Background: an optimization exercise with open tools, aiming at small area. Do not read the settings as production practice. Only simulation tests tie the RTL to the original design; equivalence was not proved. The clock port is modelled as an ideal driver, which makes a skipped or thinned clock tree look cheaper than it is; a real chip needs a root buffer or a tree. Power is estimated from default activity; no workload was simulated.

## my_chip
module my_chip (
    input logic [11:0] io_in,  
    output logic [11:0] io_out,  
    input logic clock,
    input logic reset  
);
==> module my_chip, before the edit <==
module my_chip (
    input logic [11:0] io_in,  
    output logic [11:0] io_out,  
    input logic clock,
    input logic reset  
);
    function automatic logic [4:0] inc5(input logic [4:0] x, input logic cin);
        logic c;
        c = cin;
        for (int b = 0; b < 5; b++) begin
            inc5[b] = x[b] ^ c;
            c = x[b] & c;
        end
    endfunction
    logic [11:0] in_s;
    logic rst;
    genvar g;
    generate
        for (g = 0; g < 12; g = g + 1) begin : sync
            Synchronizer s(.async(io_in[g]), .clock(clock), .sync(in_s[g]));
        end
    endgenerate
    Synchronizer sync_rst(.async(reset), .clock(clock), .sync(rst));
    wire [7:0] din   = in_s[7:0];
    wire       enter = in_s[8];
    wire       sw    = in_s[9];
    wire [1:0] opin  = in_s[11:10];
    logic en_d, pe_d, sw_d;
    wire pe = enter & ~en_d;
    wire ps = sw & ~sw_d;
    always_ff @(posedge clock) begin
        en_d <= enter;
        pe_d <= pe;
        sw_d <= sw;
    end
    logic ph;
    always_ff @(posedge clock)
        if (rst) ph <= 1'b0;
        else     ph <= ~ph;
    logic [4:0] pc;
    logic [1:0] op;
    always_ff @(posedge clock)
        if (rst) pc <= 5'd0;
        else pc <= inc5(pc, pe_d & ~pc[4] | pc[4] & ~pc[1]);
    always_ff @(posedge clock)
        if (pe_d & (pc == 5'd15)) op <= opin;
    wire       full = pc[4];
    wire [2:0] wring = pc[3] ? {1'b1, pc[1], pc[0]} : {1'b0, pc[2], pc[1]};
    wire       wslot = pc[3] ? pc[2] : pc[0];
    wire       wgo   = (pe | pe_d) & ~full & (ph ^ wslot);
    logic [63:0] P0, P1;
    generate
        for (g = 0; g < 8; g = g + 1) begin : ring
            always_ff @(posedge clock) begin
                P1[8*g+7:8*g] <= P0[8*g+7:8*g];
                P0[8*g+7:8*g] <= (wgo && wring == g) ? din : P1[8*g+7:8*g];
            end
        end
    endgenerate
    wire  err = full & (op == 2'b01);
    wire  fin = pc[4] & pc[1] & ~(op == 2'b01);
    logic [4:0] n;
    wire  [4:0] np = inc5(n, fin);
    always_ff @(posedge clock)
        if (rst) n <= 5'd0;
        else if (ps) n <= np;
    wire [1:0] i = np[4:3];
    wire [1:0] j = np[2:1];
    logic [3:0] X0, X1, Y0, Y1;
    always_comb begin
        case (i)
            2'd0: {X0, X1} = P0[7:0];
            2'd1: {X0, X1} = P0[15:8];
            2'd2: {X0, X1} = P0[23:16];
            default: {X0, X1} = P0[31:24];
        endcase
        case (j)
            2'd0: begin Y0 = P0[39:36]; Y1 = P0[55:52]; end
            2'd1: begin Y0 = P0[35:32]; Y1 = P0[51:48]; end
            2'd2: begin Y0 = P0[47:44]; Y1 = P0[63:60]; end
            default: begin Y0 = P0[43:40]; Y1 = P0[59:56]; end
        endcase
    end
    wire mul = ~op[1];
    wire sub = op[1] & op[0];
    wire [3:0] aval = (ph == j[1]) ? (j[0] ? X1 : X0) : 4'd0;
    wire [3:0] bval = (ph == i[1]) ? ((i[0] ? Y1 : Y0) ^ {4{sub}}) : 4'd0;
    logic [15:0] pp0, pp1;    
    wire [3:0] Y0g = {Y0[3:1] & {3{mul}}, Y0[0]};
    wire [3:0] X1g = {X1[3:1] & {3{mul}}, X1[0]};
    always_comb
        for (int a = 0; a < 4; a++)
            for (int b = 0; b < 4; b++) begin
                pp0[4*a+b] = X0[a] & Y0g[b];
                pp1[4*a+b] = X1g[a] & Y1[b];
                if (b == 0) pp0[4*a+b] = mul ? X0[a] & Y0[b] : aval[a];
                if (a == 0) pp1[4*a+b] = mul ? X1[a] & Y1[b] : bval[b];
            end
    logic [8:0] S, Sp;
    DotTree dot(.pp0(pp0), .pp1(pp1), .s(S));
    always_ff @(posedge clock)
        Sp <= S;
    logic [9:0] C;
    SumAdd sum(.s(S), .sp(Sp), .cin(sub), .c(C));
    wire [9:0] Cf = {C[9:5], C[4] ^ sub, C[3:0]};
    logic [4:0] R;
    always_ff @(posedge clock)
        if (~fin | ps)
            R <= np[0] ? Cf[4:0] : Cf[9:5];
    assign io_out[4:0]  = R;
    assign io_out[5]    = fin;
    assign io_out[6]    = err;
    assign io_out[10:7] = n[4:1];
    assign io_out[11]   = 1'b0;
endmodule
==> flow/config.mk <==
export PLATFORM = sky130hd
export DESIGN_NAME = my_chip
export DESIGN_NICKNAME = my_chip
export VERILOG_FILES = /design/flow/design.v
export SDC_FILE = /design/flow/constraint.sdc
export NUM_CORES = 4
export LEC_CHECK = 0
export CAP_MARGIN = 20
export CORE_MARGIN = 2
export CORE_UTILIZATION = 70
export CTS_BUF_LIST = sky130_fd_sc_hd__clkbuf_8
export PLACE_DENSITY = 0.8
export SLEW_MARGIN = 20
==> flow/constraint.sdc <==
create_clock -name core_clock -period 10.0 [get_ports {clock}]
set_input_delay 2.0000 -clock core_clock [delete_from_list [all_inputs] [get_ports {clock}]]
set_output_delay 2.0000 -clock core_clock [all_outputs]
set_load 0.01 [all_outputs]
standard.sh (not shown) runs the stock make flow with config.mk's settings and CLKGATE_MAP_FILE= SYNTH_SCRIPT=/design/flow/synth_recipe.tcl, a recipe that flattens the netlist after the stock synthesis.
==> flow/flow/run.sh <==
#!/bin/bash
# Standard ORFS layout with four changes: synthesis maps logic with an
# area-oriented ABC script (flow/synth.tcl, flow/abc_area.script), with the
# FullAdd and HalfAdd modules kept whole until the end of synthesis; the port buffers are the smallest
# buffer (buf_1); CTS adds no dummy loads; and after CTS a hook (my_cts.tcl)
# replaces the clock tree with a two-level one (root buffer -> leaf buffers
# over equal groups of flip-flops). Full output of make in flow_make.log.
set -euo pipefail
export MYCTS_LEAVES=10
here=$(pwd)
export CTS_ARGS="-sink_clustering_enable -repair_clock_nets -dont_use_dummy_load -buf_list sky130_fd_sc_hd__clkbuf_8"
export BUFFER_PORTS_ARGS="-buffer_cell sky130_fd_sc_hd__buf_1"
export POST_CTS_TCL="$here/flow/my_cts.tcl"
export MY_ABC_SCRIPT="$here/flow/abc_area.script"
export SYNTH_KEEP_MODULES="FullAdd HalfAdd"
bash standard.sh SYNTH_SCRIPT="$here/flow/synth.tcl" finish > flow_make.log 2>&1
Other scripts of this flow, unchanged in this note and not shown: flow/flow/abc_area.script, flow/flow/my_cts.tcl, flow/flow/synth.tcl
The starting point completed without violations.
Then changed:
--- a/flow/design.v
+++ b/flow/design.v
@@ -143,49 +143,52 @@
     wire  [4:0] np = inc5(n, fin);
     always_ff @(posedge clock)
         if (rst) n <= 5'd0;
         else if (ps) n <= np;
     wire [1:0] i = np[4:3];
     wire [1:0] j = np[2:1];
-    logic [3:0] X0, X1, Y0, Y1;
+    logic [3:0] Ahi, Alo, Y0n, Y1n;
     always_comb begin
         case (i)
-            2'd0: {X0, X1} = P0[7:0];
-            2'd1: {X0, X1} = P0[15:8];
-            2'd2: {X0, X1} = P0[23:16];
-            default: {X0, X1} = P0[31:24];
+            2'd0: {Ahi, Alo} = P0[7:0];
+            2'd1: {Ahi, Alo} = P0[15:8];
+            2'd2: {Ahi, Alo} = P0[23:16];
+            default: {Ahi, Alo} = P0[31:24];
         endcase
         case (j)
-            2'd0: begin Y0 = P0[39:36]; Y1 = P0[55:52]; end
-            2'd1: begin Y0 = P0[35:32]; Y1 = P0[51:48]; end
-            2'd2: begin Y0 = P0[47:44]; Y1 = P0[63:60]; end
-            default: begin Y0 = P0[43:40]; Y1 = P0[59:56]; end
+            2'd0: begin Y0n = P0[39:36]; Y1n = P0[55:52]; end
+            2'd1: begin Y0n = P0[35:32]; Y1n = P0[51:48]; end
+            2'd2: begin Y0n = P0[47:44]; Y1n = P0[63:60]; end
+            default: begin Y0n = P0[43:40]; Y1n = P0[59:56]; end
         endcase
     end
+    wire add = op[1];
     wire mul = ~op[1];
     wire sub = op[1] & op[0];
-    wire [3:0] aval = (ph == j[1]) ? (j[0] ? X1 : X0) : 4'd0;
-    wire [3:0] bval = (ph == i[1]) ? ((i[0] ? Y1 : Y0) ^ {4{sub}}) : 4'd0;
+    wire cA  = add & (ph == j[1]);
+    wire cB  = add & (ph == i[1]);
+    wire [3:0] X0 = (add & j[0]) ? Alo : Ahi;
+    wire [3:0] Y1 = (add & ~i[0]) ? Y0n : Y1n;
+    wire [3:0] Y0 = mul ? Y0n : {3'b000, cA};
+    wire [3:0] X1 = mul ? Alo : {{3{sub & cB}}, cB};
     logic [15:0] pp0, pp1;    
-    wire [3:0] Y0g = {Y0[3:1] & {3{mul}}, Y0[0]};
-    wire [3:0] X1g = {X1[3:1] & {3{mul}}, X1[0]};
-    always_comb
+    always_comb begin
         for (int a = 0; a < 4; a++)
             for (int b = 0; b < 4; b++) begin
-                pp0[4*a+b] = X0[a] & Y0g[b];
-                pp1[4*a+b] = X1g[a] & Y1[b];
-                if (b == 0) pp0[4*a+b] = mul ? X0[a] & Y0[b] : aval[a];
-                if (a == 0) pp1[4*a+b] = mul ? X1[a] & Y1[b] : bval[b];
+                pp0[4*a+b] = X0[a] & Y0[b];
+                pp1[4*a+b] = X1[a] & Y1[b];
             end
+        if (!mul) pp0[13] = sub & cB & Y1[0];
+    end
     logic [8:0] S, Sp;
     DotTree dot(.pp0(pp0), .pp1(pp1), .s(S));
     always_ff @(posedge clock)
         Sp <= S;
     logic [9:0] C;
-    SumAdd sum(.s(S), .sp(Sp), .cin(sub), .c(C));
-    wire [9:0] Cf = {C[9:5], C[4] ^ sub, C[3:0]};
+    SumAdd sum(.s(S), .sp(Sp), .cin(1'b0), .c(C));
+    wire [9:0] Cf = {C[9:5] & {5{mul}}, C[4:0]};
     logic [4:0] R;
     always_ff @(posedge clock)
         if (~fin | ps)
             R <= np[0] ? Cf[4:0] : Cf[9:5];
     assign io_out[4:0]  = R;
     assign io_out[5]    = fin;
Outcome: The changed run passed the timing, design-rule and antenna checks; design area goes down by 2.7%; power goes up by 1.2%; clock skew goes down by 5.9 ps; sequential power hardly moves; register-to-register slack gets better by 170 ps; routed wire length goes down by 5.2%; utilization goes down by 0.94 points; worst setup slack gets better by 170 ps; first-iteration DRC count goes down by 23%; flip-flop and latch count is unchanged; synthesized cell count goes up by 12%; critical path depth goes up by 3; die area goes down by 3.0%.

[port drivers added, routing unchanged]
The flow's constraints put no driver on any port. The routed layouts listed below were extracted and timed again, unchanged, in two steps.
Step 1 assumes that a clkbuf_16 drives the clock port and a buf_2 every other input.
Step 2 also shifts input and output timing later by t, the mid clock arrival at the registers, as if the neighbouring blocks saw the same clock.
Three values: no drivers, after step 1, after step 2; two values: the first two.
run	t (ns)	setup WS [ns]	latest minus earliest clock arrival (ns)
the first run	0.446	0.587 / 0.587 / 0.587	0.023 / 0.023
the second run	0.444	0.762 / 0.762 / 0.762	0.017 / 0.017
After both steps every run listed still meets setup and hold.
